Source: an optimization exercise on an open RTL-to-GDS flow (aim: small area). Production flows keep margins and buffers that such runs may drop.
Where RTL was checked, it was by simulation tests only, not by an equivalence proof against the original.
The RTL of run 2 was laid out without a check of its function.

==> flow/design.v, too long to show whole: its modules and the start of the top module <==
// module motor1stab: 503 lines
// module dunit: 305 lines
module motor1stab(clk, rst,
m1in, m2in, m3in, m4in, ch6ratio, ch3ratio,
m1ratio,m2ratio,m3ratio,m4ratio);
  // ...
==> flow/flow/run.sh <==
#!/bin/bash
# Own layout flow: the standard layout (standard.sh) with two changes: synthesis
# maps the logic with an area-oriented ABC script (flow/abc_area.script, used as
# ORFS's abc_area.script with ABC_AREA=1) instead of ORFS's speed script.
# Yosys's own steps, and so the registers, are those of the standard synthesis.
# The port buffers are sky130_fd_sc_hd__buf_1 cells.
set -euo pipefail
here=$(pwd)
rm -rf "$here/scripts_local"
cp -r "$FLOW_HOME/scripts" "$here/scripts_local"
cp "$here/flow/abc_area.script" "$here/scripts_local/abc_area.script"
bash standard.sh SCRIPTS_DIR="$here/scripts_local" ABC_AREA=1 synth > "$here/flow_synth.log" 2>&1
export BUFFER_PORTS_ARGS="-buffer_cell sky130_fd_sc_hd__buf_1"
bash standard.sh finish > "$here/flow_finish.log" 2>&1
==> flow/flow/abc_area.script <==
strash
dch -f
map -a
topo
==> flow/standard.sh <==
#!/bin/bash
# synth_recipe.tcl (not shown) runs the flow's synth.tcl, then flattens the netlist and writes it again
# the make line also repeats each setting of config.mk as NAME=value (left out here)
make -C /OpenROAD-flow-scripts/flow DESIGN_CONFIG=/design/flow/config.mk WORK_HOME=/design/flow/orfs CLKGATE_MAP_FILE= SYNTH_SCRIPT=/design/flow/synth_recipe.tcl "${@:-finish}"
==> flow/config.mk <==
export PLATFORM = sky130hd
export DESIGN_NAME = motor1stab
export DESIGN_NICKNAME = motor1stab
export VERILOG_FILES = /design/flow/design.v
export SDC_FILE = /design/flow/constraint.sdc
export NUM_CORES = 4
export LEC_CHECK = 0
export CAP_MARGIN = 20
export CORE_MARGIN = 2
export CORE_UTILIZATION = 55
export CTS_BUF_LIST = sky130_fd_sc_hd__clkbuf_8
export CTS_CLUSTER_SIZE = 30
export SLEW_MARGIN = 20
==> flow/constraint.sdc <==
create_clock -name core_clock -period 40.0 [get_ports {clk}]
set_input_delay 8.0000 -clock core_clock [delete_from_list [all_inputs] [get_ports {clk}]]
set_output_delay 8.0000 -clock core_clock [all_outputs]
set_load 0.01 [all_outputs]
==> flow_metrics.tcl, run 1 <==
set metrics [dict create \
    rr_worst_depth 91 \
    crit_path_end "m2ratio[10]" \
    htreeDepth 4 \
    status "finished clean" \
    cts_setup_buffers 0 \
    synth-compound-area-share 0.1410 \
    synth-adder-area-share 0.3911 \
    wl_met3_mm 3.503 \
    taps 468 \
    post_cts_resized 0 \
    muxShareOfSynthArea 0.002949 \
    die_x_um 196.4 \
    buffer_area_frac 0.02675 \
    cts_tree "yes" \
    required_ps 32000 \
    die-area_mm2 0.03859 \
    sh_seq_area 0.1845 \
    synth_area_mm2 0.02037 \
    dr.max_layer_used "met4" \
    cp-start-kind "input port" \
    met2_usage 0.5661 \
    gp_congestion 0.9446 \
    cp_common_cell "ha_1" \
]
==> run 2: changes to the inputs <==
==> flow/design.v (replaced) <==
module motor1stab(clk, rst,
m1in, m2in, m3in, m4in, ch6ratio, ch3ratio,
m1ratio,m2ratio,m3ratio,m4ratio);
input [10:0] m1in, m2in, m3in, m4in,  ch6ratio, ch3ratio;
input clk,rst;
output [10:0] m1ratio,m2ratio,m3ratio,m4ratio;
localparam P0 = 3'b000,   
           P1 = 3'b001,   
           AA = 3'b010,   
           AB = 3'b011,   
           WF = 3'b100,   
           WS = 3'b101,   
           GB = 3'b110;   
localparam [16:0] LFSR_END = 17'h151ae;
reg [2:0] ph;
reg [16:0] lfsr;
reg sec2;
reg [10:0] a1, a2, a3, a4;    
reg [10:0] b1, b2, b3, b4;    
reg [10:0] r1, r2, r3, r4;    
wire first = (ph == WF);
wire [10:0] x1 = first ? a1 : b1;
wire [10:0] x2 = first ? a2 : b2;
wire neq = (m1in != x1) || (m2in != x2);
always @(posedge clk or negedge rst)
if (!rst) begin
	ph <= P0;
	lfsr <= 17'd0;
	sec2 <= 1'b0;
end else begin
	lfsr <= {lfsr[15:0], ~(lfsr[16] ^ lfsr[13])};
	if (lfsr == LFSR_END) sec2 <= 1'b1;
	case (ph)
	P0: ph <= P1;
	P1: ph <= WF;
	WF: ph <= (neq || sec2) ? GB : WS;
	WS: ph <= neq ? GB : WS;
	GB: ph <= AA;
	AA: ph <= AB;
	AB: ph <= WF;
	default: ph <= P0;
	endcase
end
wire cap_a = ph[2] | ~ph[1];    
wire adj   = ~ph[2] & ph[1];
always @(posedge clk) begin
	if (cap_a) begin
		a1 <= m1in; a2 <= m2in; a3 <= m3in; a4 <= m4in;
	end
	if (first) begin
		b1 <= a1; b2 <= a2; b3 <= a3; b4 <= a4;
	end
end
wire gt1, gt2, gt3, gt4;
wire [10:0] d1, d2, d3, d4;
wire [11:0] cp, cp3;
wire [4:0] w0, w1, w2, w3, w4;
wire t1 = ch6ratio[3] ^ ch6ratio[0];
wire t2 = ch6ratio[3] & ch6ratio[0];
wire t3 = ch6ratio[4] ^ ch6ratio[1] ^ t2;
wire t4 = (ch6ratio[4] & ch6ratio[1]) | (t2 & (ch6ratio[4] ^ ch6ratio[1]));
wire t5 = ch6ratio[5] ^ ch6ratio[2] ^ ch6ratio[0];
wire t6 = (ch6ratio[5] & ch6ratio[2]) | (ch6ratio[0] & (ch6ratio[5] ^ ch6ratio[2]));
wire t7 = t5 ^ t4;
wire t8 = t5 & t4;
wire t9 = ch6ratio[6] ^ ch6ratio[3] ^ ch6ratio[1];
wire t10 = (ch6ratio[6] & ch6ratio[3]) | (ch6ratio[1] & (ch6ratio[6] ^ ch6ratio[3]));
wire t11 = t6 ^ t9 ^ t8;
wire t12 = (t6 & t9) | (t8 & (t6 ^ t9));
wire t13 = ch6ratio[7] ^ ch6ratio[4] ^ ch6ratio[2];
wire t14 = (ch6ratio[7] & ch6ratio[4]) | (ch6ratio[2] & (ch6ratio[7] ^ ch6ratio[4]));
wire t15 = t10 ^ t13 ^ t12;
wire t16 = (t10 & t13) | (t12 & (t10 ^ t13));
wire t17 = ch6ratio[8] ^ ch6ratio[5] ^ ch6ratio[3];
wire t18 = (ch6ratio[8] & ch6ratio[5]) | (ch6ratio[3] & (ch6ratio[8] ^ ch6ratio[5]));
wire t19 = t14 ^ t17 ^ t16;
wire t20 = (t14 & t17) | (t16 & (t14 ^ t17));
wire t21 = ch6ratio[9] ^ ch6ratio[6] ^ ch6ratio[4];
wire t22 = (ch6ratio[9] & ch6ratio[6]) | (ch6ratio[4] & (ch6ratio[9] ^ ch6ratio[6]));
wire t23 = t18 ^ t21 ^ t20;
wire t24 = (t18 & t21) | (t20 & (t18 ^ t21));
wire t25 = ch6ratio[10] ^ ch6ratio[7] ^ ch6ratio[5];
wire t26 = (ch6ratio[10] & ch6ratio[7]) | (ch6ratio[5] & (ch6ratio[10] ^ ch6ratio[7]));
wire t27 = ch6ratio[0] ^ t22 ^ t25;
wire t28 = (ch6ratio[0] & t22) | (t25 & (ch6ratio[0] ^ t22));
wire t29 = t27 ^ t24;
wire t30 = t27 & t24;
wire t31 = ch6ratio[8] ^ ch6ratio[6] ^ ch6ratio[1];
wire t32 = t31 ^ t26 ^ t28;
wire t33 = t32 ^ t30;
wire t34 = ~ch6ratio[0];
wire t35 = ~ch6ratio[1];
wire t36 = ~ch6ratio[2];
wire t37 = ~ch6ratio[3];
wire t38 = ~ch6ratio[4];
wire t39 = ~ch6ratio[5];
wire t40 = ~ch6ratio[6];
wire t41 = ~ch6ratio[7];
wire t42 = ~ch6ratio[8];
wire t43 = ~ch6ratio[9];
wire t44 = ~ch6ratio[10];
wire t45 = ~ch6ratio[0];
wire t46 = ~ch6ratio[1];
wire t47 = ~ch6ratio[2];
wire t48 = ~ch6ratio[3];
wire t49 = ~ch6ratio[4];
wire t50 = ~ch6ratio[5];
wire t51 = ~ch6ratio[6];
wire t52 = ~ch6ratio[7];
wire t53 = ~ch6ratio[8];
wire t54 = ~ch6ratio[9];
wire t55 = ~ch6ratio[0];
wire t56 = ~ch6ratio[1];
wire t57 = ~t34;
wire t58 = t35 ^ t34;
wire t59 = t35 & t34;
wire t60 = ~(t36 ^ t45);
wire t61 = t36 | t45;
wire t62 = t59 ^ t60;
wire t63 = t59 & t60;
wire t64 = t37 ^ t46 ^ t61;
wire t65 = (t37 & t46) | (t61 & (t37 ^ t46));
wire t66 = t63 ^ t64;
wire t67 = t63 & t64;
wire t68 = t38 ^ t47 ^ t65;
wire t69 = (t38 & t47) | (t65 & (t38 ^ t47));
wire t70 = t67 ^ t68;
wire t71 = t67 & t68;
wire t72 = t39 ^ t48 ^ t69;
wire t73 = (t39 & t48) | (t69 & (t39 ^ t48));
wire t74 = t71 ^ t72;
wire t75 = t71 & t72;
wire t76 = t40 ^ t49 ^ t73;
wire t77 = (t40 & t49) | (t73 & (t40 ^ t49));
wire t78 = t75 ^ t76;
wire t79 = t75 & t76;
wire t80 = ch6ratio[0] ^ t41 ^ t50;
wire t81 = (ch6ratio[0] & t41) | (t50 & (ch6ratio[0] ^ t41));
wire t82 = t80 ^ t77 ^ t79;
wire t83 = (t80 & t77) | (t79 & (t80 ^ t77));
wire t84 = ch6ratio[1] ^ t42 ^ t51;
wire t85 = (ch6ratio[1] & t42) | (t51 & (ch6ratio[1] ^ t42));
wire t86 = t81 ^ t84 ^ t83;
wire t87 = (t81 & t84) | (t83 & (t81 ^ t84));
wire t88 = ch6ratio[2] ^ t43 ^ t52;
wire t89 = (ch6ratio[2] & t43) | (t52 & (ch6ratio[2] ^ t43));
wire t90 = t85 ^ t88 ^ t87;
wire t91 = (t85 & t88) | (t87 & (t85 ^ t88));
wire t92 = ~(ch6ratio[3] ^ t44);
wire t93 = ch6ratio[3] | t44;
wire t94 = t53 ^ t55 ^ t89;
wire t95 = (t53 & t55) | (t89 & (t53 ^ t55));
wire t96 = t92 ^ t94 ^ t91;
wire t97 = (t92 & t94) | (t91 & (t92 ^ t94));
wire t98 = ch6ratio[4] ^ 1'b1 ^ t54;
wire t99 = t56 ^ t98 ^ t93;
wire t100 = t99 ^ t95 ^ t97;
wire t101 = ch6ratio[0] ^ ch6ratio[5] ^ ch6ratio[7];
wire t102 = (ch6ratio[0] & ch6ratio[5]) | (ch6ratio[7] & (ch6ratio[0] ^ ch6ratio[5]));
wire t103 = ch6ratio[1] ^ ch6ratio[5] ^ ch6ratio[6];
wire t104 = (ch6ratio[1] & ch6ratio[5]) | (ch6ratio[6] & (ch6ratio[1] ^ ch6ratio[5]));
wire t105 = ch6ratio[7] ^ ch6ratio[8] ^ t102;
wire t106 = (ch6ratio[7] & ch6ratio[8]) | (t102 & (ch6ratio[7] ^ ch6ratio[8]));
wire t107 = t103 ^ t105;
wire t108 = t103 & t105;
wire t109 = ch6ratio[2] ^ ch6ratio[5] ^ ch6ratio[6];
wire t110 = (ch6ratio[2] & ch6ratio[5]) | (ch6ratio[6] & (ch6ratio[2] ^ ch6ratio[5]));
wire t111 = ch6ratio[8] ^ ch6ratio[9] ^ t104;
wire t112 = (ch6ratio[8] & ch6ratio[9]) | (t104 & (ch6ratio[8] ^ ch6ratio[9]));
wire t113 = t109 ^ t106 ^ t111;
wire t114 = (t109 & t106) | (t111 & (t109 ^ t106));
wire t115 = t108 ^ t113;
wire t116 = t108 & t113;
wire t117 = ch6ratio[3] ^ ch6ratio[6] ^ ch6ratio[9];
wire t118 = (ch6ratio[3] & ch6ratio[6]) | (ch6ratio[9] & (ch6ratio[3] ^ ch6ratio[6]));
wire t119 = ch6ratio[10] ^ t110 ^ t117;
wire t120 = (ch6ratio[10] & t110) | (t117 & (ch6ratio[10] ^ t110));
wire t121 = t112 ^ t119 ^ t114;
wire t122 = (t112 & t119) | (t114 & (t112 ^ t119));
wire t123 = t116 ^ t121;
wire t124 = t116 & t121;
wire t125 = ch6ratio[4] ^ ch6ratio[10] ^ t118;
wire t126 = (ch6ratio[4] & ch6ratio[10]) | (t118 & (ch6ratio[4] ^ ch6ratio[10]));
wire t127 = t120 ^ t125 ^ t122;
wire t128 = (t120 & t125) | (t122 & (t120 ^ t125));
wire t129 = t124 ^ t127;
wire t130 = t124 & t127;
wire t131 = t126 ^ t128 ^ t130;
wire t132 = (t126 & t128) | (t130 & (t126 ^ t128));
wire t133 = t132 | (t131 & t129 & (t123 | t115 | t107));
wire t134 = t133 & ~t107;
wire t135 = t133 & t107;
wire t136 = t115 ^ t134;
wire t137 = t115 & t134;
wire t138 = t123 ^ t134 ^ t137;
wire t139 = (t123 & t134) | (t137 & (t123 ^ t134));
wire t140 = t135 | t139;
wire t141 = t129 ^ t140;
wire t142 = t129 & t140;
wire t143 = t131 ^ t142;
wire t144 = t107 ^ t133;
wire t145 = t143 | (t141 & t138 & (t136 | t144 | t101));
wire t146 = t145 & ~t101;
wire t147 = t145 & t101;
wire t148 = t144 ^ t146;
wire t149 = t144 & t146;
wire t150 = t136 ^ t146 ^ t149;
wire t151 = (t136 & t146) | (t149 & (t136 ^ t146));
wire t152 = t147 | t151;
wire t153 = t138 ^ t152;
wire t154 = t138 & t152;
wire t155 = t141 ^ t154;
wire t156 = t101 ^ t145;
wire t157 = (t155) | (t156 & t150 & t153) | (t148 & t150 & t153);
wire t158 = (~t156 & t155) | (t156 & ~t150 & ~t155) | (t156 & ~t153 & ~t155) | (~t156 & t148 & t150 & t153);
wire t159 = (t156 & t148) | (~t156 & ~t148 & t155) | (t148 & ~t150 & ~t155) | (t148 & ~t153 & ~t155);
wire t160 = (t150 & ~t153 & ~t155) | (t156 & ~t150 & t155) | (~t156 & ~t148 & t150) | (t148 & ~t150 & t155);
wire t161 = (~t150 & t153) | (t156 & t150 & t155) | (~t156 & ~t148 & t153) | (t148 & t150 & t155);
wire t162 = (~t150 & t153) | (t150 & t155) | (t156 & t148 & t155) | (~t156 & ~t148 & t153) | (t156 & t148 & t150 & ~t153);
wire t163 = (t153 & ~t155) | (~t148 & ~t150 & ~t153 & t155) | (~t156 & t148 & ~t150 & t155) | (t156 & t148 & t150 & ~t155);
wire t164 = (~t156 & t153) | (~t156 & t155) | (t156 & ~t150 & ~t153 & ~t155) | (t156 & ~t148 & ~t153 & ~t155);
wire t165 = (~t156 & t148 & ~t150 & ~t155) | (~t156 & t148 & t150 & ~t153) | (t156 & t148 & t150 & t153) | (t148 & ~t150 & ~t153 & ~t155) | (t156 & ~t148 & t150 & t155) | (t156 & ~t148 & ~t150 & t153) | (~t156 & ~t148 & ~t150 & ~t153 & t155);
wire t166 = (~t156 & t150 & ~t153 & ~t155) | (t153 & t155) | (~t156 & t148 & ~t150 & t155) | (t156 & t148 & t150 & t155) | (~t156 & ~t148 & t150 & t153) | (t156 & ~t148 & ~t150 & t155) | (t156 & t148 & ~t150 & t153) | (~t148 & t150 & ~t153 & ~t155);
wire t167 = (~t148 & ~t150 & t155) | (t148 & ~t150 & t153) | (t148 & t150 & t155) | (~t156 & t150 & ~t153 & ~t155) | (~t156 & ~t150 & t155) | (~t156 & ~t148 & t150 & t153) | (~t148 & t150 & ~t153 & ~t155);
wire t168 = (t150 & ~t153 & ~t155) | (~t150 & ~t153 & t155) | (~t148 & t150 & ~t153) | (~t148 & ~t150 & t153 & ~t155);
wire t169 = (t150 & ~t155) | (t153 & ~t155);
wire t170 = (t156 & ~t150 & ~t153 & ~t155) | (t156 & t148 & t150 & t155) | (t156 & ~t148 & ~t150 & t155) | (t156 & t148 & ~t150 & t153) | (~t156 & ~t148 & t150 & t155) | (t156 & ~t148 & ~t153 & ~t155) | (~t156 & t148 & t150 & t153) | (~t156 & ~t148 & ~t150 & t153 & ~t155);
wire t171 = (~t156 & t148 & ~t150 & ~t153) | (t153 & t155) | (t156 & t148 & t150 & t153) | (~t156 & ~t148 & t150 & t153) | (t148 & ~t150 & ~t153 & ~t155) | (~t156 & t148 & ~t153 & ~t155) | (t156 & ~t148 & t150 & t155) | (t156 & ~t148 & ~t150 & t153);
wire t172 = (~t148 & ~t150 & t153) | (t156 & t148 & t153) | (~t156 & t148 & ~t150 & ~t153) | (t156 & ~t148 & t150 & ~t153) | (~t156 & ~t148 & t153) | (t148 & ~t150 & ~t153 & ~t155) | (~t156 & t148 & ~t153 & ~t155);
wire t173 = (t156 & ~t148 & t155) | (t148 & t150 & t155) | (~t156 & t148 & ~t150 & ~t155) | (~t148 & ~t150 & t153 & ~t155) | (t156 & t148 & t150 & t153) | (~t148 & ~t150 & ~t153 & t155) | (t148 & ~t150 & ~t153 & ~t155) | (~t156 & ~t148 & t150 & ~t153 & ~t155);
wire t174 = (t150 & ~t153 & ~t155) | (t148 & ~t150 & ~t153) | (~t150 & ~t153 & t155) | (~t156 & ~t148 & ~t153 & t155) | (t156 & t148 & t150 & t153);
wire t175 = (t156 & t150 & t153) | (~t156 & t148 & t153) | (t153 & t155) | (~t156 & t148 & ~t150 & t155) | (t156 & ~t148 & t150 & t155) | (t156 & t148 & t150 & ~t155) | (~t156 & ~t148 & t150 & ~t153 & ~t155);
wire t176 = (t156 & ~t148 & ~t150) | (~t156 & t150 & t153) | (t156 & ~t150 & ~t153 & ~t155) | (t156 & t148 & t150 & t155) | (~t156 & t148 & t150 & ~t155) | (~t156 & ~t148 & t150 & t155);
wire t177 = a1[0] ^ a2[0] ^ a3[0];
wire t178 = (a1[0] & a2[0]) | (a3[0] & (a1[0] ^ a2[0]));
wire t179 = a4[0] ^ t177;
wire t180 = a4[0] & t177;
wire t181 = a1[1] ^ a2[1] ^ a3[1];
wire t182 = (a1[1] & a2[1]) | (a3[1] & (a1[1] ^ a2[1]));
wire t183 = a4[1] ^ t178 ^ t181;
wire t184 = (a4[1] & t178) | (t181 & (a4[1] ^ t178));
wire t185 = t180 ^ t183;
wire t186 = t180 & t183;
wire t187 = a1[2] ^ a2[2] ^ a3[2];
wire t188 = (a1[2] & a2[2]) | (a3[2] & (a1[2] ^ a2[2]));
wire t189 = a4[2] ^ t182 ^ t187;
wire t190 = (a4[2] & t182) | (t187 & (a4[2] ^ t182));
wire t191 = t184 ^ t189 ^ t186;
wire t192 = (t184 & t189) | (t186 & (t184 ^ t189));
wire t193 = a1[3] ^ a2[3] ^ a3[3];
wire t194 = (a1[3] & a2[3]) | (a3[3] & (a1[3] ^ a2[3]));
wire t195 = a4[3] ^ t188 ^ t193;
wire t196 = (a4[3] & t188) | (t193 & (a4[3] ^ t188));
wire t197 = t190 ^ t195 ^ t192;
wire t198 = (t190 & t195) | (t192 & (t190 ^ t195));
wire t199 = a1[4] ^ a2[4] ^ a3[4];
wire t200 = (a1[4] & a2[4]) | (a3[4] & (a1[4] ^ a2[4]));
wire t201 = a4[4] ^ t194 ^ t199;
wire t202 = (a4[4] & t194) | (t199 & (a4[4] ^ t194));
wire t203 = t196 ^ t201 ^ t198;
wire t204 = (t196 & t201) | (t198 & (t196 ^ t201));
wire t205 = a1[5] ^ a2[5] ^ a3[5];
wire t206 = (a1[5] & a2[5]) | (a3[5] & (a1[5] ^ a2[5]));
wire t207 = a4[5] ^ t200 ^ t205;
wire t208 = (a4[5] & t200) | (t205 & (a4[5] ^ t200));
wire t209 = t202 ^ t207 ^ t204;
wire t210 = (t202 & t207) | (t204 & (t202 ^ t207));
wire t211 = a1[6] ^ a2[6] ^ a3[6];
wire t212 = (a1[6] & a2[6]) | (a3[6] & (a1[6] ^ a2[6]));
wire t213 = a4[6] ^ t206 ^ t211;
wire t214 = (a4[6] & t206) | (t211 & (a4[6] ^ t206));
wire t215 = t208 ^ t213 ^ t210;
wire t216 = (t208 & t213) | (t210 & (t208 ^ t213));
wire t217 = a1[7] ^ a2[7] ^ a3[7];
wire t218 = (a1[7] & a2[7]) | (a3[7] & (a1[7] ^ a2[7]));
wire t219 = a4[7] ^ t212 ^ t217;
wire t220 = (a4[7] & t212) | (t217 & (a4[7] ^ t212));
wire t221 = t214 ^ t219 ^ t216;
wire t222 = (t214 & t219) | (t216 & (t214 ^ t219));
wire t223 = a1[8] ^ a2[8] ^ a3[8];
wire t224 = (a1[8] & a2[8]) | (a3[8] & (a1[8] ^ a2[8]));
wire t225 = a4[8] ^ t218 ^ t223;
wire t226 = (a4[8] & t218) | (t223 & (a4[8] ^ t218));
wire t227 = t220 ^ t225 ^ t222;
wire t228 = (t220 & t225) | (t222 & (t220 ^ t225));
wire t229 = a1[9] ^ a2[9] ^ a3[9];
wire t230 = (a1[9] & a2[9]) | (a3[9] & (a1[9] ^ a2[9]));
wire t231 = a4[9] ^ t224 ^ t229;
wire t232 = (a4[9] & t224) | (t229 & (a4[9] ^ t224));
wire t233 = t226 ^ t231 ^ t228;
wire t234 = (t226 & t231) | (t228 & (t226 ^ t231));
wire t235 = a1[10] ^ a2[10] ^ a3[10];
wire t236 = (a1[10] & a2[10]) | (a3[10] & (a1[10] ^ a2[10]));
wire t237 = a4[10] ^ t230 ^ t235;
wire t238 = (a4[10] & t230) | (t235 & (a4[10] ^ t230));
wire t239 = t232 ^ t237 ^ t234;
wire t240 = (t232 & t237) | (t234 & (t232 ^ t237));
wire t241 = t236 ^ t238 ^ t240;
wire t242 = (t236 & t238) | (t240 & (t236 ^ t238));
wire t243 = (a1[0] & ~t191) | (a1[0] & 1'b0) | (~t191 & 1'b0);
wire t244 = (a1[1] & ~t197) | (a1[1] & t243) | (~t197 & t243);
wire t245 = (a1[2] & ~t203) | (a1[2] & t244) | (~t203 & t244);
wire t246 = (a1[3] & ~t209) | (a1[3] & t245) | (~t209 & t245);
wire t247 = (a1[4] & ~t215) | (a1[4] & t246) | (~t215 & t246);
wire t248 = (a1[5] & ~t221) | (a1[5] & t247) | (~t221 & t247);
wire t249 = (a1[6] & ~t227) | (a1[6] & t248) | (~t227 & t248);
wire t250 = (a1[7] & ~t233) | (a1[7] & t249) | (~t233 & t249);
wire t251 = (a1[8] & ~t239) | (a1[8] & t250) | (~t239 & t250);
wire t252 = (a1[9] & ~t241) | (a1[9] & t251) | (~t241 & t251);
wire t253 = (a1[10] & ~t242) | (a1[10] & t252) | (~t242 & t252);
assign gt1 = t253;
wire t254 = (a2[0] & ~t191) | (a2[0] & 1'b0) | (~t191 & 1'b0);
wire t255 = (a2[1] & ~t197) | (a2[1] & t254) | (~t197 & t254);
wire t256 = (a2[2] & ~t203) | (a2[2] & t255) | (~t203 & t255);
wire t257 = (a2[3] & ~t209) | (a2[3] & t256) | (~t209 & t256);
wire t258 = (a2[4] & ~t215) | (a2[4] & t257) | (~t215 & t257);
wire t259 = (a2[5] & ~t221) | (a2[5] & t258) | (~t221 & t258);
wire t260 = (a2[6] & ~t227) | (a2[6] & t259) | (~t227 & t259);
wire t261 = (a2[7] & ~t233) | (a2[7] & t260) | (~t233 & t260);
wire t262 = (a2[8] & ~t239) | (a2[8] & t261) | (~t239 & t261);
wire t263 = (a2[9] & ~t241) | (a2[9] & t262) | (~t241 & t262);
wire t264 = (a2[10] & ~t242) | (a2[10] & t263) | (~t242 & t263);
assign gt2 = t264;
wire t265 = (a3[0] & ~t191) | (a3[0] & 1'b0) | (~t191 & 1'b0);
wire t266 = (a3[1] & ~t197) | (a3[1] & t265) | (~t197 & t265);
wire t267 = (a3[2] & ~t203) | (a3[2] & t266) | (~t203 & t266);
wire t268 = (a3[3] & ~t209) | (a3[3] & t267) | (~t209 & t267);
wire t269 = (a3[4] & ~t215) | (a3[4] & t268) | (~t215 & t268);
wire t270 = (a3[5] & ~t221) | (a3[5] & t269) | (~t221 & t269);
wire t271 = (a3[6] & ~t227) | (a3[6] & t270) | (~t227 & t270);
wire t272 = (a3[7] & ~t233) | (a3[7] & t271) | (~t233 & t271);
wire t273 = (a3[8] & ~t239) | (a3[8] & t272) | (~t239 & t272);
wire t274 = (a3[9] & ~t241) | (a3[9] & t273) | (~t241 & t273);
wire t275 = (a3[10] & ~t242) | (a3[10] & t274) | (~t242 & t274);
assign gt3 = t275;
wire t276 = (a4[0] & ~t191) | (a4[0] & 1'b0) | (~t191 & 1'b0);
wire t277 = (a4[1] & ~t197) | (a4[1] & t276) | (~t197 & t276);
wire t278 = (a4[2] & ~t203) | (a4[2] & t277) | (~t203 & t277);
wire t279 = (a4[3] & ~t209) | (a4[3] & t278) | (~t209 & t278);
wire t280 = (a4[4] & ~t215) | (a4[4] & t279) | (~t215 & t279);
wire t281 = (a4[5] & ~t221) | (a4[5] & t280) | (~t221 & t280);
wire t282 = (a4[6] & ~t227) | (a4[6] & t281) | (~t227 & t281);
wire t283 = (a4[7] & ~t233) | (a4[7] & t282) | (~t233 & t282);
wire t284 = (a4[8] & ~t239) | (a4[8] & t283) | (~t239 & t283);
wire t285 = (a4[9] & ~t241) | (a4[9] & t284) | (~t241 & t284);
wire t286 = (a4[10] & ~t242) | (a4[10] & t285) | (~t242 & t285);
assign gt4 = t286;
wire t287 = ~a1[0];
wire t288 = ~a1[1];
wire t289 = ~a1[2];
wire t290 = ~a1[3];
wire t291 = ~a1[4];
wire t292 = ~a1[5];
wire t293 = ~a1[6];
wire t294 = ~a1[7];
wire t295 = ~a1[8];
wire t296 = ~a1[9];
wire t297 = ~a1[10];
wire t298 = ~(b1[0] ^ t287);
wire t299 = b1[0] | t287;
wire t300 = b1[1] ^ t288 ^ t299;
wire t301 = (b1[1] & t288) | (t299 & (b1[1] ^ t288));
wire t302 = b1[2] ^ t289 ^ t301;
wire t303 = (b1[2] & t289) | (t301 & (b1[2] ^ t289));
wire t304 = b1[3] ^ t290 ^ t303;
wire t305 = (b1[3] & t290) | (t303 & (b1[3] ^ t290));
wire t306 = b1[4] ^ t291 ^ t305;
wire t307 = (b1[4] & t291) | (t305 & (b1[4] ^ t291));
wire t308 = b1[5] ^ t292 ^ t307;
wire t309 = (b1[5] & t292) | (t307 & (b1[5] ^ t292));
wire t310 = b1[6] ^ t293 ^ t309;
wire t311 = (b1[6] & t293) | (t309 & (b1[6] ^ t293));
wire t312 = b1[7] ^ t294 ^ t311;
wire t313 = (b1[7] & t294) | (t311 & (b1[7] ^ t294));
wire t314 = b1[8] ^ t295 ^ t313;
wire t315 = (b1[8] & t295) | (t313 & (b1[8] ^ t295));
wire t316 = b1[9] ^ t296 ^ t315;
wire t317 = (b1[9] & t296) | (t315 & (b1[9] ^ t296));
wire t318 = b1[10] ^ t297 ^ t317;
assign d1 = {t318, t316, t314, t312, t310, t308, t306, t304, t302, t300, t298};
wire t319 = ~a2[0];
wire t320 = ~a2[1];
wire t321 = ~a2[2];
wire t322 = ~a2[3];
wire t323 = ~a2[4];
wire t324 = ~a2[5];
wire t325 = ~a2[6];
wire t326 = ~a2[7];
wire t327 = ~a2[8];
wire t328 = ~a2[9];
wire t329 = ~a2[10];
wire t330 = ~(b2[0] ^ t319);
wire t331 = b2[0] | t319;
wire t332 = b2[1] ^ t320 ^ t331;
wire t333 = (b2[1] & t320) | (t331 & (b2[1] ^ t320));
wire t334 = b2[2] ^ t321 ^ t333;
wire t335 = (b2[2] & t321) | (t333 & (b2[2] ^ t321));
wire t336 = b2[3] ^ t322 ^ t335;
wire t337 = (b2[3] & t322) | (t335 & (b2[3] ^ t322));
wire t338 = b2[4] ^ t323 ^ t337;
wire t339 = (b2[4] & t323) | (t337 & (b2[4] ^ t323));
wire t340 = b2[5] ^ t324 ^ t339;
wire t341 = (b2[5] & t324) | (t339 & (b2[5] ^ t324));
wire t342 = b2[6] ^ t325 ^ t341;
wire t343 = (b2[6] & t325) | (t341 & (b2[6] ^ t325));
wire t344 = b2[7] ^ t326 ^ t343;
wire t345 = (b2[7] & t326) | (t343 & (b2[7] ^ t326));
wire t346 = b2[8] ^ t327 ^ t345;
wire t347 = (b2[8] & t327) | (t345 & (b2[8] ^ t327));
wire t348 = b2[9] ^ t328 ^ t347;
wire t349 = (b2[9] & t328) | (t347 & (b2[9] ^ t328));
wire t350 = b2[10] ^ t329 ^ t349;
assign d2 = {t350, t348, t346, t344, t342, t340, t338, t336, t334, t332, t330};
wire t351 = ~a3[0];
wire t352 = ~a3[1];
wire t353 = ~a3[2];
wire t354 = ~a3[3];
wire t355 = ~a3[4];
wire t356 = ~a3[5];
wire t357 = ~a3[6];
wire t358 = ~a3[7];
wire t359 = ~a3[8];
wire t360 = ~a3[9];
wire t361 = ~a3[10];
wire t362 = ~(b3[0] ^ t351);
wire t363 = b3[0] | t351;
wire t364 = b3[1] ^ t352 ^ t363;
wire t365 = (b3[1] & t352) | (t363 & (b3[1] ^ t352));
wire t366 = b3[2] ^ t353 ^ t365;
wire t367 = (b3[2] & t353) | (t365 & (b3[2] ^ t353));
wire t368 = b3[3] ^ t354 ^ t367;
wire t369 = (b3[3] & t354) | (t367 & (b3[3] ^ t354));
wire t370 = b3[4] ^ t355 ^ t369;
wire t371 = (b3[4] & t355) | (t369 & (b3[4] ^ t355));
wire t372 = b3[5] ^ t356 ^ t371;
wire t373 = (b3[5] & t356) | (t371 & (b3[5] ^ t356));
wire t374 = b3[6] ^ t357 ^ t373;
wire t375 = (b3[6] & t357) | (t373 & (b3[6] ^ t357));
wire t376 = b3[7] ^ t358 ^ t375;
wire t377 = (b3[7] & t358) | (t375 & (b3[7] ^ t358));
wire t378 = b3[8] ^ t359 ^ t377;
wire t379 = (b3[8] & t359) | (t377 & (b3[8] ^ t359));
wire t380 = b3[9] ^ t360 ^ t379;
wire t381 = (b3[9] & t360) | (t379 & (b3[9] ^ t360));
wire t382 = b3[10] ^ t361 ^ t381;
assign d3 = {t382, t380, t378, t376, t374, t372, t370, t368, t366, t364, t362};
wire t383 = ~a4[0];
wire t384 = ~a4[1];
wire t385 = ~a4[2];
wire t386 = ~a4[3];
wire t387 = ~a4[4];
wire t388 = ~a4[5];
wire t389 = ~a4[6];
wire t390 = ~a4[7];
wire t391 = ~a4[8];
wire t392 = ~a4[9];
wire t393 = ~a4[10];
wire t394 = ~(b4[0] ^ t383);
wire t395 = b4[0] | t383;
wire t396 = b4[1] ^ t384 ^ t395;
wire t397 = (b4[1] & t384) | (t395 & (b4[1] ^ t384));
wire t398 = b4[2] ^ t385 ^ t397;
wire t399 = (b4[2] & t385) | (t397 & (b4[2] ^ t385));
wire t400 = b4[3] ^ t386 ^ t399;
wire t401 = (b4[3] & t386) | (t399 & (b4[3] ^ t386));
wire t402 = b4[4] ^ t387 ^ t401;
wire t403 = (b4[4] & t387) | (t401 & (b4[4] ^ t387));
wire t404 = b4[5] ^ t388 ^ t403;
wire t405 = (b4[5] & t388) | (t403 & (b4[5] ^ t388));
wire t406 = b4[6] ^ t389 ^ t405;
wire t407 = (b4[6] & t389) | (t405 & (b4[6] ^ t389));
wire t408 = b4[7] ^ t390 ^ t407;
wire t409 = (b4[7] & t390) | (t407 & (b4[7] ^ t390));
wire t410 = b4[8] ^ t391 ^ t409;
wire t411 = (b4[8] & t391) | (t409 & (b4[8] ^ t391));
wire t412 = b4[9] ^ t392 ^ t411;
wire t413 = (b4[9] & t392) | (t411 & (b4[9] ^ t392));
wire t414 = b4[10] ^ t393 ^ t413;
assign d4 = {t414, t412, t410, t408, t406, t404, t402, t400, t398, t396, t394};
assign cp = {t33, t29, t23, t19, t15, t11, t7, t3, t1, ch6ratio[2], ch6ratio[1], ch6ratio[0]};
assign cp3 = {t100, t96, t90, t86, t82, t78, t74, t70, t66, t62, t58, t57};
assign w0 = {t155, t153, t150, t148, t156};
assign w1 = {t161, t160, t159, t158, t157};
assign w2 = {t166, t165, t164, t163, t162};
assign w3 = {t171, t170, t169, t168, t167};
assign w4 = {t176, t175, t174, t173, t172};
wire act1 = gt1 & (|d1);
wire act2 = gt2 & (|d2);
wire act3 = gt3 & (|d3);
wire act4 = gt4 & (|d4);
wire s12 = act1 & act2;
wire [10:0] u1d = act1 ? d1 : d2;
wire [10:0] u2d = s12 ? d2 : d3;
wire [10:0] u3d = act4 ? d4 : d3;
wire [10:0] u1m = act1 ? m1in : m2in;
wire [10:0] u2m = s12 ? m2in : m3in;
wire [10:0] u3m = act4 ? m4in : m3in;
wire [10:0] u1o, u2o, u3o;
dunit u1 (.d(u1d), .m(u1m), .cp(cp), .cp3(cp3), .w0(w0), .w1(w1), .w2(w2), .w3(w3), .w4(w4), .c0(ch6ratio[0]), .o(u1o));
dunit u2 (.d(u2d), .m(u2m), .cp(cp), .cp3(cp3), .w0(w0), .w1(w1), .w2(w2), .w3(w3), .w4(w4), .c0(ch6ratio[0]), .o(u2o));
dunit u3 (.d(u3d), .m(u3m), .cp(cp), .cp3(cp3), .w0(w0), .w1(w1), .w2(w2), .w3(w3), .w4(w4), .c0(ch6ratio[0]), .o(u3o));
wire [10:0] o1 = u1o;
wire [10:0] o2 = act1 ? u2o : u1o;
wire [10:0] o3 = s12 ? u3o : u2o;
wire [10:0] o4 = u3o;
wire off = ch3ratio < 11'd50;
wire [10:0] n1 = off ? 11'd0 : act1 ? o1 : m1in;
wire [10:0] n2 = off ? 11'd0 : act2 ? o2 : m2in;
wire [10:0] n3 = off ? 11'd0 : act3 ? o3 : m3in;
wire [10:0] n4 = off ? 11'd0 : act4 ? o4 : m4in;
assign m1ratio = adj ? n1 : r1;
assign m2ratio = adj ? n2 : r2;
assign m3ratio = adj ? n3 : r3;
assign m4ratio = adj ? n4 : r4;
always @(posedge clk or negedge rst)
if (!rst) begin
	r1 <= 11'd0; r2 <= 11'd0; r3 <= 11'd0; r4 <= 11'd0;
end else begin
	r1 <= m1ratio; r2 <= m2ratio; r3 <= m3ratio; r4 <= m4ratio;
end
endmodule
module dunit(d, m, cp, cp3, w0, w1, w2, w3, w4, c0, o);
input [10:0] d;
input [10:0] m;
input [11:0] cp;
input [11:0] cp3;
input [4:0] w0;
input [4:0] w1;
input [4:0] w2;
input [4:0] w3;
input [4:0] w4;
input [0:0] c0;
output [10:0] o;
wire n1 = d[0] ^ d[5] ^ d[7];
wire n2 = (d[0] & d[5]) | (d[7] & (d[0] ^ d[5]));
wire n3 = d[1] ^ d[5] ^ d[6];
wire n4 = (d[1] & d[5]) | (d[6] & (d[1] ^ d[5]));
wire n5 = d[7] ^ d[8] ^ n2;
wire n6 = (d[7] & d[8]) | (n2 & (d[7] ^ d[8]));
wire n7 = n3 ^ n5;
wire n8 = n3 & n5;
wire n9 = d[2] ^ d[5] ^ d[6];
wire n10 = (d[2] & d[5]) | (d[6] & (d[2] ^ d[5]));
wire n11 = d[8] ^ d[9] ^ n4;
wire n12 = (d[8] & d[9]) | (n4 & (d[8] ^ d[9]));
wire n13 = n9 ^ n6 ^ n11;
wire n14 = (n9 & n6) | (n11 & (n9 ^ n6));
wire n15 = n8 ^ n13;
wire n16 = n8 & n13;
wire n17 = d[3] ^ d[6] ^ d[9];
wire n18 = (d[3] & d[6]) | (d[9] & (d[3] ^ d[6]));
wire n19 = d[10] ^ n10 ^ n17;
wire n20 = (d[10] & n10) | (n17 & (d[10] ^ n10));
wire n21 = n12 ^ n19 ^ n14;
wire n22 = (n12 & n19) | (n14 & (n12 ^ n19));
wire n23 = n16 ^ n21;
wire n24 = n16 & n21;
wire n25 = d[4] ^ d[10] ^ n18;
wire n26 = (d[4] & d[10]) | (n18 & (d[4] ^ d[10]));
wire n27 = n20 ^ n25 ^ n22;
wire n28 = (n20 & n25) | (n22 & (n20 ^ n25));
wire n29 = n24 ^ n27;
wire n30 = n24 & n27;
wire n31 = n26 ^ n28 ^ n30;
wire n32 = (n26 & n28) | (n30 & (n26 ^ n28));
wire n33 = n32 | (n31 & n29 & (n23 | n15 | n7));
wire n34 = n33 & ~n7;
wire n35 = n33 & n7;
wire n36 = n15 ^ n34;
wire n37 = n15 & n34;
wire n38 = n23 ^ n34 ^ n37;
wire n39 = (n23 & n34) | (n37 & (n23 ^ n34));
wire n40 = n35 | n39;
wire n41 = n29 ^ n40;
wire n42 = n29 & n40;
wire n43 = n31 ^ n42;
wire n44 = n7 ^ n33;
wire n45 = n43 | (n41 & n38 & (n36 | n44 | n1));
wire n46 = n45 & ~n1;
wire n47 = n45 & n1;
wire n48 = n44 ^ n46;
wire n49 = n44 & n46;
wire n50 = n36 ^ n46 ^ n49;
wire n51 = (n36 & n46) | (n49 & (n36 ^ n46));
wire n52 = n47 | n51;
wire n53 = n38 ^ n52;
wire n54 = n38 & n52;
wire n55 = n41 ^ n54;
wire n56 = n1 ^ n45;
wire n57 = n56 & w0[0];
wire n58 = n56 & w0[1];
wire n59 = n56 & w0[2];
wire n60 = n56 & w0[3];
wire n61 = n56 & w0[4];
wire n62 = n48 & w1[0];
wire n63 = n48 & w1[1];
wire n64 = n48 & w1[2];
wire n65 = n48 & w1[3];
wire n66 = n48 & w1[4];
wire n67 = n50 & w2[0];
wire n68 = n50 & w2[1];
wire n69 = n50 & w2[2];
wire n70 = n50 & w2[3];
wire n71 = n50 & w2[4];
wire n72 = n53 & w3[0];
wire n73 = n53 & w3[1];
wire n74 = n53 & w3[2];
wire n75 = n53 & w3[3];
wire n76 = n53 & w3[4];
wire n77 = n55 & w4[0];
wire n78 = n55 & w4[1];
wire n79 = n55 & w4[2];
wire n80 = n55 & w4[3];
wire n81 = n55 & w4[4];
wire n82 = n57 ^ n62 ^ n67;
wire n83 = (n57 & n62) | (n67 & (n57 ^ n62));
wire n84 = n72 ^ n82 ^ n77;
wire n85 = (n72 & n82) | (n77 & (n72 ^ n82));
wire n86 = n58 ^ n63 ^ n68;
wire n87 = (n58 & n63) | (n68 & (n58 ^ n63));
wire n88 = n73 ^ n83 ^ n86;
wire n89 = (n73 & n83) | (n86 & (n73 ^ n83));
wire n90 = n78 ^ n88 ^ n85;
wire n91 = (n78 & n88) | (n85 & (n78 ^ n88));
wire n92 = n59 ^ n64 ^ n69;
wire n93 = (n59 & n64) | (n69 & (n59 ^ n64));
wire n94 = n74 ^ n87 ^ n92;
wire n95 = (n74 & n87) | (n92 & (n74 ^ n87));
wire n96 = n79 ^ n89 ^ n94;
wire n97 = (n79 & n89) | (n94 & (n79 ^ n89));
wire n98 = n96 ^ n91;
wire n99 = n96 & n91;
wire n100 = n60 ^ n65 ^ n70;
wire n101 = (n60 & n65) | (n70 & (n60 ^ n65));
wire n102 = n75 ^ n93 ^ n100;
wire n103 = (n75 & n93) | (n100 & (n75 ^ n93));
wire n104 = n80 ^ n95 ^ n102;
wire n105 = (n80 & n95) | (n102 & (n80 ^ n95));
wire n106 = n97 ^ n104 ^ n99;
wire n107 = (n97 & n104) | (n99 & (n97 ^ n104));
wire n108 = n61 ^ n66 ^ n71;
wire n109 = (n61 & n66) | (n71 & (n61 ^ n66));
wire n110 = n76 ^ n101 ^ n108;
wire n111 = (n76 & n101) | (n108 & (n76 ^ n101));
wire n112 = n81 ^ n103 ^ n110;
wire n113 = (n81 & n103) | (n110 & (n81 ^ n103));
wire n114 = n105 ^ n112 ^ n107;
wire n115 = (n105 & n112) | (n107 & (n105 ^ n112));
wire n116 = n109 ^ n111 ^ n113;
wire n117 = (n109 & n111) | (n113 & (n109 ^ n111));
wire n118 = n116 ^ n115;
wire n119 = n116 & n115;
wire n120 = n117 ^ n119;
wire n121 = n120 | (n118 & n114 & (n106 | n98 | n90));
wire n122 = n121 & ~n90;
wire n123 = n121 & n90;
wire n124 = n98 ^ n122;
wire n125 = n98 & n122;
wire n126 = n106 ^ n122 ^ n125;
wire n127 = (n106 & n122) | (n125 & (n106 ^ n122));
wire n128 = n123 | n127;
wire n129 = n114 ^ n128;
wire n130 = n114 & n128;
wire n131 = n118 ^ n130;
wire n132 = n90 ^ n121;
wire n133 = n131 | (n129 & n126 & (n124 | n132 | n84));
wire n134 = n133 & ~n84;
wire n135 = n133 & n84;
wire n136 = n132 ^ n134;
wire n137 = n132 & n134;
wire n138 = n124 ^ n134 ^ n137;
wire n139 = (n124 & n134) | (n137 & (n124 ^ n134));
wire n140 = n135 | n139;
wire n141 = n126 ^ n140;
wire n142 = n126 & n140;
wire n143 = n129 ^ n142;
wire n144 = n84 ^ n133;
wire n145 = (d[0] & c0) ^ n144;
wire n146 = (1'b0 & ~d[0] & ~d[1] & ~d[2]) | (~1'b0 & d[0] & ~d[1] & ~d[2]) | (1'b0 & ~d[0] & d[1] & d[2]) | (~1'b0 & d[0] & d[1] & d[2]);
wire n147 = (1'b0 & d[0] & ~d[1] & ~d[2]) | (~1'b0 & ~d[0] & d[1] & ~d[2]) | (1'b0 & d[0] & ~d[1] & d[2]) | (~1'b0 & ~d[0] & d[1] & d[2]);
wire n148 = (1'b0 & ~d[0] & d[1] & ~d[2]) | (~1'b0 & d[0] & d[1] & ~d[2]) | (1'b0 & ~d[0] & ~d[1] & d[2]) | (~1'b0 & d[0] & ~d[1] & d[2]);
wire n149 = (1'b0 & d[0] & d[1] & ~d[2]) | (~1'b0 & ~d[0] & ~d[1] & d[2]);
wire n150 = (1'b0 & ~d[0] & ~d[1] & ~d[2]) | (~1'b0 & d[0] & ~d[1] & ~d[2]) | (1'b0 & d[0] & ~d[1] & ~d[2]) | (~1'b0 & ~d[0] & d[1] & ~d[2]) | (1'b0 & ~d[0] & d[1] & ~d[2]) | (~1'b0 & d[0] & d[1] & ~d[2]) | (1'b0 & d[0] & d[1] & ~d[2]);
wire n151 = (d[2] & ~d[3] & ~d[4] & ~d[5]) | (~d[2] & d[3] & ~d[4] & ~d[5]) | (d[2] & ~d[3] & d[4] & d[5]) | (~d[2] & d[3] & d[4] & d[5]);
wire n152 = (d[2] & d[3] & ~d[4] & ~d[5]) | (~d[2] & ~d[3] & d[4] & ~d[5]) | (d[2] & d[3] & ~d[4] & d[5]) | (~d[2] & ~d[3] & d[4] & d[5]);
wire n153 = (d[2] & ~d[3] & d[4] & ~d[5]) | (~d[2] & d[3] & d[4] & ~d[5]) | (d[2] & ~d[3] & ~d[4] & d[5]) | (~d[2] & d[3] & ~d[4] & d[5]);
wire n154 = (d[2] & d[3] & d[4] & ~d[5]) | (~d[2] & ~d[3] & ~d[4] & d[5]);
wire n155 = (d[2] & ~d[3] & ~d[4] & ~d[5]) | (~d[2] & d[3] & ~d[4] & ~d[5]) | (d[2] & d[3] & ~d[4] & ~d[5]) | (~d[2] & ~d[3] & d[4] & ~d[5]) | (d[2] & ~d[3] & d[4] & ~d[5]) | (~d[2] & d[3] & d[4] & ~d[5]) | (d[2] & d[3] & d[4] & ~d[5]);
wire n156 = (d[5] & ~d[6] & ~d[7] & ~d[8]) | (~d[5] & d[6] & ~d[7] & ~d[8]) | (d[5] & ~d[6] & d[7] & d[8]) | (~d[5] & d[6] & d[7] & d[8]);
wire n157 = (d[5] & d[6] & ~d[7] & ~d[8]) | (~d[5] & ~d[6] & d[7] & ~d[8]) | (d[5] & d[6] & ~d[7] & d[8]) | (~d[5] & ~d[6] & d[7] & d[8]);
wire n158 = (d[5] & ~d[6] & d[7] & ~d[8]) | (~d[5] & d[6] & d[7] & ~d[8]) | (d[5] & ~d[6] & ~d[7] & d[8]) | (~d[5] & d[6] & ~d[7] & d[8]);
wire n159 = (d[5] & d[6] & d[7] & ~d[8]) | (~d[5] & ~d[6] & ~d[7] & d[8]);
wire n160 = (d[5] & ~d[6] & ~d[7] & ~d[8]) | (~d[5] & d[6] & ~d[7] & ~d[8]) | (d[5] & d[6] & ~d[7] & ~d[8]) | (~d[5] & ~d[6] & d[7] & ~d[8]) | (d[5] & ~d[6] & d[7] & ~d[8]) | (~d[5] & d[6] & d[7] & ~d[8]) | (d[5] & d[6] & d[7] & ~d[8]);
wire n161 = (d[8] & ~d[9] & ~d[10] & ~1'b0) | (~d[8] & d[9] & ~d[10] & ~1'b0) | (d[8] & ~d[9] & d[10] & 1'b0) | (~d[8] & d[9] & d[10] & 1'b0);
wire n162 = (d[8] & d[9] & ~d[10] & ~1'b0) | (~d[8] & ~d[9] & d[10] & ~1'b0) | (d[8] & d[9] & ~d[10] & 1'b0) | (~d[8] & ~d[9] & d[10] & 1'b0);
wire n163 = (d[8] & ~d[9] & d[10] & ~1'b0) | (~d[8] & d[9] & d[10] & ~1'b0) | (d[8] & ~d[9] & ~d[10] & 1'b0) | (~d[8] & d[9] & ~d[10] & 1'b0);
wire n164 = (d[8] & d[9] & d[10] & ~1'b0) | (~d[8] & ~d[9] & ~d[10] & 1'b0);
wire n165 = (d[8] & ~d[9] & ~d[10] & ~1'b0) | (~d[8] & d[9] & ~d[10] & ~1'b0) | (d[8] & d[9] & ~d[10] & ~1'b0) | (~d[8] & ~d[9] & d[10] & ~1'b0) | (d[8] & ~d[9] & d[10] & ~1'b0) | (~d[8] & d[9] & d[10] & ~1'b0) | (d[8] & d[9] & d[10] & ~1'b0);
wire n166 = ((n146 & cp[0]) | (n148 & cp3[0])) ^ n150;
wire n167 = ((n146 & cp[1]) | (n147 & cp[0]) | (n148 & cp3[1])) ^ n150;
wire n168 = ((n146 & cp[2]) | (n147 & cp[1]) | (n148 & cp3[2]) | (n149 & cp[0])) ^ n150;
wire n169 = ((n146 & cp[3]) | (n147 & cp[2]) | (n148 & cp3[3]) | (n149 & cp[1])) ^ n150;
wire n170 = ((n146 & cp[4]) | (n147 & cp[3]) | (n148 & cp3[4]) | (n149 & cp[2])) ^ n150;
wire n171 = ((n146 & cp[5]) | (n147 & cp[4]) | (n148 & cp3[5]) | (n149 & cp[3])) ^ n150;
wire n172 = ((n146 & cp[6]) | (n147 & cp[5]) | (n148 & cp3[6]) | (n149 & cp[4])) ^ n150;
wire n173 = ((n146 & cp[7]) | (n147 & cp[6]) | (n148 & cp3[7]) | (n149 & cp[5])) ^ n150;
wire n174 = ((n146 & cp[8]) | (n147 & cp[7]) | (n148 & cp3[8]) | (n149 & cp[6])) ^ n150;
wire n175 = ((n146 & cp[9]) | (n147 & cp[8]) | (n148 & cp3[9]) | (n149 & cp[7])) ^ n150;
wire n176 = ((n146 & cp[10]) | (n147 & cp[9]) | (n148 & cp3[10]) | (n149 & cp[8])) ^ n150;
wire n177 = ((n146 & cp[11]) | (n147 & cp[10]) | (n148 & cp3[11]) | (n149 & cp[9])) ^ n150;
wire n178 = ((n151 & cp[0]) | (n153 & cp3[0])) ^ n155;
wire n179 = ((n151 & cp[1]) | (n152 & cp[0]) | (n153 & cp3[1])) ^ n155;
wire n180 = ((n151 & cp[2]) | (n152 & cp[1]) | (n153 & cp3[2]) | (n154 & cp[0])) ^ n155;
wire n181 = ((n151 & cp[3]) | (n152 & cp[2]) | (n153 & cp3[3]) | (n154 & cp[1])) ^ n155;
wire n182 = ((n151 & cp[4]) | (n152 & cp[3]) | (n153 & cp3[4]) | (n154 & cp[2])) ^ n155;
wire n183 = ((n151 & cp[5]) | (n152 & cp[4]) | (n153 & cp3[5]) | (n154 & cp[3])) ^ n155;
wire n184 = ((n151 & cp[6]) | (n152 & cp[5]) | (n153 & cp3[6]) | (n154 & cp[4])) ^ n155;
wire n185 = ((n151 & cp[7]) | (n152 & cp[6]) | (n153 & cp3[7]) | (n154 & cp[5])) ^ n155;
wire n186 = ((n151 & cp[8]) | (n152 & cp[7]) | (n153 & cp3[8]) | (n154 & cp[6])) ^ n155;
wire n187 = ((n156 & cp[0]) | (n158 & cp3[0])) ^ n160;
wire n188 = ((n156 & cp[1]) | (n157 & cp[0]) | (n158 & cp3[1])) ^ n160;
wire n189 = ((n156 & cp[2]) | (n157 & cp[1]) | (n158 & cp3[2]) | (n159 & cp[0])) ^ n160;
wire n190 = ((n156 & cp[3]) | (n157 & cp[2]) | (n158 & cp3[3]) | (n159 & cp[1])) ^ n160;
wire n191 = ((n156 & cp[4]) | (n157 & cp[3]) | (n158 & cp3[4]) | (n159 & cp[2])) ^ n160;
wire n192 = ((n156 & cp[5]) | (n157 & cp[4]) | (n158 & cp3[5]) | (n159 & cp[3])) ^ n160;
wire n193 = ((n161 & cp[0]) | (n163 & cp3[0])) ^ n165;
wire n194 = ((n161 & cp[1]) | (n162 & cp[0]) | (n163 & cp3[1])) ^ n165;
wire n195 = ((n161 & cp[2]) | (n162 & cp[1]) | (n163 & cp3[2]) | (n164 & cp[0])) ^ n165;
wire n196 = n150 ^ n166 ^ n144;
wire n197 = (n150 & n166) | (n144 & (n150 ^ n166));
wire n198 = n145 ^ n196;
wire n199 = n145 & n196;
wire n200 = m[0] ^ n167 ^ n136;
wire n201 = (m[0] & n167) | (n136 & (m[0] ^ n167));
wire n202 = n197 ^ n199 ^ n200;
wire n203 = (n197 & n199) | (n200 & (n197 ^ n199));
wire n204 = m[1] ^ n168 ^ n138;
wire n205 = (m[1] & n168) | (n138 & (m[1] ^ n168));
wire n206 = n201 ^ n204 ^ n203;
wire n207 = (n201 & n204) | (n203 & (n201 ^ n204));
wire n208 = m[2] ^ n155 ^ n169;
wire n209 = (m[2] & n155) | (n169 & (m[2] ^ n155));
wire n210 = n178 ^ n208 ^ n144;
wire n211 = (n178 & n208) | (n144 & (n178 ^ n208));
wire n212 = n210 ^ n141 ^ n205;
wire n213 = (n210 & n141) | (n205 & (n210 ^ n141));
wire n214 = n212 ^ n207;
wire n215 = n212 & n207;
wire n216 = m[3] ^ n170 ^ n179;
wire n217 = (m[3] & n170) | (n179 & (m[3] ^ n170));
wire n218 = n209 ^ n216 ^ n136;
wire n219 = (n209 & n216) | (n136 & (n209 ^ n216));
wire n220 = n211 ^ n218 ^ n143;
wire n221 = (n211 & n218) | (n143 & (n211 ^ n218));
wire n222 = n213 ^ n220 ^ n215;
wire n223 = (n213 & n220) | (n215 & (n213 ^ n220));
wire n224 = m[4] ^ n171 ^ n180;
wire n225 = (m[4] & n171) | (n180 & (m[4] ^ n171));
wire n226 = n217 ^ n224 ^ n144;
wire n227 = (n217 & n224) | (n144 & (n217 ^ n224));
wire n228 = n138 ^ n226 ^ n219;
wire n229 = (n138 & n226) | (n219 & (n138 ^ n226));
wire n230 = n228 ^ n221 ^ n223;
wire n231 = (n228 & n221) | (n223 & (n228 ^ n221));
wire n232 = m[5] ^ n160 ^ n172;
wire n233 = (m[5] & n160) | (n172 & (m[5] ^ n160));
wire n234 = n181 ^ n187 ^ n225;
wire n235 = (n181 & n187) | (n225 & (n181 ^ n187));
wire n236 = n232 ^ n234 ^ n136;
wire n237 = (n232 & n234) | (n136 & (n232 ^ n234));
wire n238 = n227 ^ n236 ^ n141;
wire n239 = (n227 & n236) | (n141 & (n227 ^ n236));
wire n240 = n229 ^ n238 ^ n231;
wire n241 = (n229 & n238) | (n231 & (n229 ^ n238));
wire n242 = m[6] ^ n173 ^ n182;
wire n243 = (m[6] & n173) | (n182 & (m[6] ^ n173));
wire n244 = n188 ^ n233 ^ n242;
wire n245 = (n188 & n233) | (n242 & (n188 ^ n233));
wire n246 = n235 ^ n244 ^ n138;
wire n247 = (n235 & n244) | (n138 & (n235 ^ n244));
wire n248 = n237 ^ n246 ^ n143;
wire n249 = (n237 & n246) | (n143 & (n237 ^ n246));
wire n250 = n239 ^ n248 ^ n241;
wire n251 = (n239 & n248) | (n241 & (n239 ^ n248));
wire n252 = m[7] ^ n174 ^ n183;
wire n253 = (m[7] & n174) | (n183 & (m[7] ^ n174));
wire n254 = n189 ^ n243 ^ n252;
wire n255 = (n189 & n243) | (n252 & (n189 ^ n243));
wire n256 = n245 ^ n254 ^ n141;
wire n257 = (n245 & n254) | (n141 & (n245 ^ n254));
wire n258 = n247 ^ n256 ^ n249;
wire n259 = (n247 & n256) | (n249 & (n247 ^ n256));
wire n260 = n258 ^ n251;
wire n261 = n258 & n251;
wire n262 = m[8] ^ n165 ^ n175;
wire n263 = (m[8] & n165) | (n175 & (m[8] ^ n165));
wire n264 = n184 ^ n190 ^ n193;
wire n265 = (n184 & n190) | (n193 & (n184 ^ n190));
wire n266 = n253 ^ n262 ^ n264;
wire n267 = (n253 & n262) | (n264 & (n253 ^ n262));
wire n268 = n255 ^ n266 ^ n143;
wire n269 = (n255 & n266) | (n143 & (n255 ^ n266));
wire n270 = n257 ^ n268 ^ n259;
wire n271 = (n257 & n268) | (n259 & (n257 ^ n268));
wire n272 = n270 ^ n261;
wire n273 = n270 & n261;
wire n274 = m[9] ^ n176 ^ n185;
wire n275 = (m[9] & n176) | (n185 & (m[9] ^ n176));
wire n276 = n191 ^ n194 ^ n263;
wire n277 = (n191 & n194) | (n263 & (n191 ^ n194));
wire n278 = n265 ^ n274 ^ n267;
wire n279 = (n265 & n274) | (n267 & (n265 ^ n274));
wire n280 = n276 ^ n278 ^ n144;
wire n281 = (n276 & n278) | (n144 & (n276 ^ n278));
wire n282 = n280 ^ n269 ^ n271;
wire n283 = (n280 & n269) | (n271 & (n280 ^ n269));
wire n284 = n282 ^ n273;
wire n285 = n282 & n273;
wire n286 = m[10] ^ n177 ^ n186;
wire n287 = n192 ^ n195 ^ n286;
wire n288 = n275 ^ n287 ^ n277;
wire n289 = n288 ^ n279 ^ n136;
wire n290 = n145 ^ n281 ^ n289;
wire n291 = n290 ^ n283 ^ n285;
assign o = {n291, n284, n272, n260, n250, n240, n230, n222, n214, n206, n202};
endmodule
==> flow/run.sh (new file) <==
#!/bin/bash
# synth_recipe.tcl (not shown) runs the flow's synth.tcl, then flattens the netlist and writes it again
# the make line also repeats each setting of config.mk as NAME=value (left out here)
make -C /OpenROAD-flow-scripts/flow DESIGN_CONFIG=/design/flow/config.mk WORK_HOME=/design/flow/orfs CLKGATE_MAP_FILE= SYNTH_SCRIPT=/design/flow/synth_recipe.tcl finish
==> flow/config.mk (replaced) <==
export PLATFORM = sky130hd
export DESIGN_NAME = motor1stab
export DESIGN_NICKNAME = motor1stab
export VERILOG_FILES = /design/flow/design.v
export SDC_FILE = /design/flow/constraint.sdc
export NUM_CORES = 4
export LEC_CHECK = 0
export CAP_MARGIN = 20
export CORE_MARGIN = 2
export CORE_UTILIZATION = 40
export SLEW_MARGIN = 20
removed: flow/flow/run.sh
removed: flow/flow/abc_area.script
removed: flow/standard.sh
==> flow_metrics.tcl, run 2 <==
set metrics [dict create \
    synth_common_cells "351 x nand2_1, 343 x inv_1, 316 x fa_1" \
    track_usage 0.2598 \
    cts_setup_buffers 0 \
    start_util 0.4067 \
    multi_input_area_mm2 0.01765 \
    clkLatencyLatePin_ps 460 \
    postLayoutCoreUtil 0.4469 \
    timing.fmax_ghz 0.02782 \
    rows 88 \
    hpwl_mm 62.53 \
    finalCritPeriodShare 0.8988 \
    ant_nets 0 \
    hold_violations 0 \
    core_region_area_mm2 0.05792 \
    gp_congestion 0.8825 \
    crit_buf_inv 8 \
    synth_area_leaders "fa_1 27%, edfxtp_1 8.4%, dfrtp_1 6.9%" \
    arrival_ps 27950 \
    top_register "lfsr" \
    grt_max_degree 66 \
    cts_sinks 153 \
    vias 19620 \
    numCtsBuffers 17 \
    routed_via_density 5.680 \
    cts_root_buffer "clkbuf_16" \
    post_cts_resized 0 \
    synth_most_common_cell "nand2_1" \
    cts_tree "yes" \
    die_x_um 246.7 \
    wire_per_inst_um 22.59 \
    grt_pass1_wl_mm 118.9 \
    tns_ps 0 \
    synth-seq-cells 153 \
    async_flop_share 0.4248 \
    worstSetupPathType "input port to output port" \
    setup_viol 0 \
    avgSynthCellArea_um2 8.864 \
    die_h_um 246.7 \
    insertedDiodeCount 0 \
    hold_slack_ps 377.9 \
    largest_reg_flops 17 \
    tightest_slew_ps 1032 \
    ioPinCount 112 \
    synth_top_area_frac 0.2686 \
    drive_above_1_share 0.06136 \
    synth_edf_count 66 \
    max_cap_violations 0 \
    die-area_mm2 0.06084 \
    htreeDepth 4 \
    overflow 0 \
    finClkSkew_ps 16.57 \
    hold_buffers 0 \
    synthesis.nets 3167 \
    grt_pass1_vias 19650 \
    cp_common_cell "fa_1" \
    ys_warn_count 1 \
    clock_path_buffers 2 \
    fill_cells 5692 \
    antenna_found_initial 1 \
    io_buffers 110 \
    regArea_mm2 0.004049 \
    drtPass1Iterations 7 \
    required_ps 32000 \
    yosysTopAreaCell "fa_1" \
    areaGrowthSynthToFinish_pct 9.902 \
    slowest_delay_ps 780 \
    fin_nets 3186 \
    synth_area_mm2 0.02355 \
    first_iter_violations 1726 \
    synthesis.instances 2657 \
    synthFlopType "edfxtp_1" \
    drv_slew 0 \
    synth_cell_types 96 \
    layout_common_cells "351 x nand2_1, 343 x inv_1, 316 x fa_1" \
    drc 0 \
    relSlewSlack 0.3049 \
    clk_pin_slew_ps 70 \
    cp-start-kind "input port" \
    period_needed_ps 35950 \
    rsz0062_at_grt "no" \
    critPathCaptureType "output port" \
    hold_path_class "flip-flop to flip-flop" \
    wl_mm 78.03 \
    status "finished clean" \
    final_common_cell "nand2_1" \
    crit_fanout 19 \
    critical_path.top_delay_family "adder cells" \
    crit_path_top_delay_cell "clkdlybuf4s50_1" \
    synth_seq_area_share 0.1719 \
]
-- run 2: worst paths after layout --
check	cells past startpoint	end	from	slack, ps
worst max-delay path	72	m3ratio[10]	ch6ratio[5]	4050
worst min-delay path	0	lfsr[6]	lfsr[5]	380
worst max register to register	91	r3[10]	a1[1]	14180
worst min register to register	0	lfsr[6]	lfsr[5]	380
max in group asynchronous	2	r4[4]	rst	31640
min in group asynchronous	2	lfsr[0]	rst	7740
-- run 2: area by class of cell --
| type | instances | area share |
|---|---|---|
| well taps | 765 | 0.03698 |
| repair buffers | 144 | 0.05220 |
| clock buffers | 17 | 0.01643 |
| multi-input cells | 2007 | 0.6817 |
| clock inverters | 15 | 0.005027 |
| flip-flops and latches | 153 | 0.1564 |
| inverters | 353 | 0.05119 |
-- run 2: cell families after synthesis --
kind of cell,share of synthesized area
AO/OA/AOI/OAI,0.1572
flip-flops,0.1719
buffers and inverters,0.08011
XOR/XNOR,0.06184
multiplexers,0.05249
AND/OR/NAND/NOR,0.1366
adder cells (fa/ha/maj),0.3398
-- run 2: metrics by stage --
stage | instance area, um2 | setup slack, ps | cells
floorplan | 23550 | 6285 | 2657
finish | 25880 | 4049 | 3454
CTS | 25880 | 3936 | 3454
global placement | 25330 | 4308 | 3422
detailed placement | 25330 | 3958 | 3422
global route | 25880 | 2951 | 3454
-- run 2: per-layer routing --
metal  GRT usage  wire (um)  share of wire
met5           0          0              0
met4     0.09603       2832          0.036
met3     0.02442       4078          0.052
met2      0.4315      37670           0.48
met1      0.3524      33450           0.43

==> static timing again, ports no longer ideal <==
No port has a modelled driver above. Below, the same layouts with a new extraction and two added sets of constraints.
Step 1, drivers: a clkbuf_16 drives clk and a buf_2 each remaining input, both assumed.
Step 2, shift: input delay + t, output delay - t, t = (earliest + latest rising clock arrival at the registers) / 2. This alone moves slack from input paths to output paths.
Slacks: ideal / step 1 / step 2; pairs: ideal / step 1.
run | t, ns | slack for setup (ns) | worst slew at a driven data input, ns
run 1 | 0.522 | 1.269 / 1.246 / 1.246 | 0.04
run 2 | 0.502 | 4.049 / 4.028 / 4.028 | 0.07
After both steps setup and hold are still met in every run listed. The setup slack of run 1, which loses most, moves by -0.023 ns with the drivers and by -0.023 ns with both steps.
